Source: an optimization exercise on an open RTL-to-GDS flow (aim: small area). Production flows keep margins and buffers that such runs may drop. Function was checked by simulation only, so behaviour that the tests miss may differ from the original.

## sqrt
module sqrt
#(
    parameter integer D_W = 32
)
(
    input  wire                clk,
    input  wire                rst,
    input  wire                enable,
    input  wire                in_valid,
    input  wire [D_W-1:0]      qin,
    output wire                out_valid,
    output wire [(D_W>>1)-1:0] qout
);
For scale: roughly 200 flip-flops, roughly 53 I/O pins, ~0.013 sq mm of cells after synthesis.
Settings: LEC_CHECK=0, CAP_MARGIN=20, CORE_MARGIN=2, CORE_UTILIZATION=40, SLEW_MARGIN=20; clock period 5.0 ns.
run.sh (not shown) runs the stock make flow with config.mk's settings and CLKGATE_MAP_FILE= SYNTH_SCRIPT=/design/flow/synth_recipe.tcl, a recipe that flattens the netlist after the stock synthesis.
The first run finished with timing, DRC and antenna clean.
Then changed:
--- a/flow/config.mk
+++ b/flow/config.mk
@@ -10,2 +10,3 @@
 export CORE_UTILIZATION = 40
+export CTS_BUF_LIST = sky130_fd_sc_hd__clkbuf_4
 export SLEW_MARGIN = 20
Via count came out higher by 1.9%.
Global-route usage came out higher by 0.57 points.
Cell count came out higher by 3.2%.


Starting RTL as in the previous note.
## sqrt
module sqrt
#(
    parameter integer D_W = 32
)
(
    input  wire                clk,
    input  wire                rst,
    input  wire                enable,
    input  wire                in_valid,
    input  wire [D_W-1:0]      qin,
    output wire                out_valid,
    output wire [(D_W>>1)-1:0] qout
);
make LEC_CHECK=0 ABC_AREA=1 CAP_MARGIN=20 CORE_MARGIN=2 CORE_UTILIZATION=40 CTS_BUF_LIST=sky130_fd_sc_hd__clkbuf_4 SLEW_MARGIN=20 finish   # period 5.0 ns
Rerun with:
--- a/flow/config.mk
+++ b/flow/config.mk
@@ -7,3 +7,2 @@
 export LEC_CHECK = 0
-export ABC_AREA = 1
 export CAP_MARGIN = 20
@@ -11,3 +10,3 @@
 export CORE_UTILIZATION = 40
-export CTS_BUF_LIST = sky130_fd_sc_hd__clkbuf_4
+export GPL_TIMING_DRIVEN = 0
 export SLEW_MARGIN = 20
After rerunning:
- die area goes down by 1.0%
- setup slack is worse by 0.26 ns
- global-route usage goes down by 0.81 points
- sequential cell count stays the same
- maximum frequency goes down by 5.4%
- worst hold slack is better by 0.023 ns
- core utilization goes up by 1.2 points


Another version of the RTL of sqrt (not shown whole).
Size in the first run: ~53 I/O pins.
Settings: LEC_CHECK=0, CAP_MARGIN=0, CORE_MARGIN=2, CORE_UTILIZATION=40, CTS_BUF_LIST=sky130_fd_sc_hd__clkbuf_8, SLEW_MARGIN=0; clock period 5.0 ns.
standard.sh (not shown) runs the stock make flow with config.mk's settings and CLKGATE_MAP_FILE= SYNTH_SCRIPT=/design/flow/synth_recipe.tcl, a recipe that flattens the netlist after the stock synthesis.
==> flow/flow/run.sh <==
#!/bin/bash
# Own layout flow: the standard ORFS flow (standard synthesis unchanged),
# with the port buffers made of the smallest buffer cell (buf_1) instead of
# the cell buffer_ports picks by default.  Every tool's output goes to
# run.log here; ORFS's per-step logs stay under orfs/logs/.
set -euo pipefail
cd "$(dirname "$0")/.."
bash standard.sh BUFFER_PORTS_ARGS="-buffer_cell sky130_fd_sc_hd__buf_1" finish > run.log 2>&1
Next try:
==> flow/flow/run.sh (replaced) <==
#!/bin/bash
# Own layout flow: the standard ORFS flow with two changes.
#  1. Synthesis is synth_recipe.tcl (the standard synthesis) except that its
#     ABC pass uses flow/area.abc, an area-oriented mapping script (dch +
#     map -a, then ABC's usual timing-driven buffering and sizing), instead of
#     ORFS's abc_speed.script.  Registers are not touched by ABC.
#  2. The port buffers are the smallest buffer cell (buf_1).
# Every tool's output goes to run.log here; ORFS's per-step logs stay under
# orfs/logs/.
set -euo pipefail
cd "$(dirname "$0")/.."
work=$(pwd)
cat > my_synth.tcl <<EOT
proc abc {args} {
  set i [lsearch -exact \$args -script]
  if {\$i >= 0} { lset args [expr {\$i + 1}] $work/flow/area.abc }
  yosys abc {*}\$args
}
source $work/synth_recipe.tcl
EOT
bash standard.sh SYNTH_SCRIPT=$work/my_synth.tcl \
  BUFFER_PORTS_ARGS="-buffer_cell sky130_fd_sc_hd__buf_1" finish > run.log 2>&1
==> flow/flow/area.abc (new file) <==
strash
dch
map -a
topo
stime -c
buffer -c
upsize -c
dnsize -c
--- a/flow/config.mk
+++ b/flow/config.mk
@@ -8 +8 @@
-export CAP_MARGIN = 0
+export CAP_MARGIN = 20
@@ -12 +12 @@
-export SLEW_MARGIN = 0
+export SLEW_MARGIN = 20
Effect: Via count increases by 1.5%; non-clock buffer count decreases by 12; maximum frequency increases by 5.0%; core utilization increases by 0.33 points; design area decreases by 1.6%; final cell count increases by 7.1%; clock skew barely changes.
Next try:
==> flow/flow/run.sh (replaced) <==
#!/bin/bash
# Own layout flow: the standard ORFS flow (standard synthesis unchanged),
# with the port buffers made of the smallest buffer cell (buf_1) instead of
# the cell buffer_ports picks by default.  Every tool's output goes to
# run.log here; ORFS's per-step logs stay under orfs/logs/.
set -euo pipefail
cd "$(dirname "$0")/.."
bash standard.sh BUFFER_PORTS_ARGS="-buffer_cell sky130_fd_sc_hd__buf_1" RECOVER_POWER=100 finish > run.log 2>&1
removed: flow/flow/area.abc
=> The new run finished with timing, DRC and antenna clean; sequential share of layout area decreases by 0.58 points; maximum frequency drops by 4.8%; design area rose by 1.6%.
Next try:
==> flow/run.sh (new file) <==
#!/bin/bash
# synth_recipe.tcl (not shown) runs the flow's synth.tcl, then flattens the netlist and writes it again
# the make line also repeats each setting of config.mk as NAME=value (left out here)
make -C /OpenROAD-flow-scripts/flow DESIGN_CONFIG=/design/flow/config.mk WORK_HOME=/design/flow/orfs CLKGATE_MAP_FILE= SYNTH_SCRIPT=/design/flow/synth_recipe.tcl finish
removed: flow/flow/run.sh
removed: flow/standard.sh
The changed run finished with timing, DRC and antenna clean.
Via count goes down slightly.
Area after synthesis is unchanged.
Worst hold slack gets better by 4.9 ps.
Final area grows slightly.
Maximum frequency goes up slightly.
Global-route usage falls by 0.13 points.
Register-to-register slack improves by 60 ps.
Final cell count stays flat.

-- re-timing with driven ports --
In the flow no input, the clock included, has a driving cell. The finished layouts below were timed again as built, in two steps. Step 1 (the two cells are an assumption about what drives the block):
set clk [get_ports {clk}]
set_driving_cell -lib_cell sky130_fd_sc_hd__clkbuf_16 $clk
set_driving_cell -lib_cell sky130_fd_sc_hd__buf_2 [delete_from_list [all_inputs] $clk]
Step 2 times the ports against the registers' clock, not the clock port: input delays grow and output delays shrink by t, the midpoint of the rising clock arrivals with the driver on. Three values: ideal ports, drivers, drivers and shift; two values: the first two.
run | t, ns | setup WS [ns] | hold WS [ns] | worst setup path at the end | worst register clock-pin slew, ns
the first run of note 1 | 0.556 | 0.291 / 0.291 / 0.231 | 0.415 / 0.415 / 0.415 | input to register | 0.06 / 0.06
the second run of note 1 | 0.760 | 0.267 / 0.267 / 0.223 | 0.407 / 0.407 / 0.407 | input to register | 0.09 / 0.09
the first run of note 2 | 0.770 | 0.469 / 0.469 / 0.240 | 0.394 / 0.394 / 0.394 | input to register | 0.07 / 0.07
the second run of note 2 | 0.563 | 0.212 / 0.212 / 0.035 | 0.417 / 0.417 / 0.417 | input to register | 0.06 / 0.06
the first run of note 3 | 0.512 | 0.170 / 0.170 / 0.170 | 0.413 / 0.413 / 0.413 | register to register | 0.10 / 0.10
the second run of note 3 | 0.506 | 0.400 / 0.400 / 0.400 | 0.422 / 0.422 / 0.422 | register to register | 0.11 / 0.11
the third run of note 3 | 0.512 | 0.170 / 0.170 / 0.170 | 0.413 / 0.413 / 0.413 | register to register | 0.10 / 0.10
the fourth run of note 3 | 0.521 | 0.229 / 0.229 / 0.123 | 0.417 / 0.417 / 0.417 | input to register | 0.11 / 0.11
After both steps setup and hold are still met in every run listed. For the first run of note 2, which loses most, drivers alone change the setup slack by 0.000 ns; drivers and shift together by -0.229 ns.
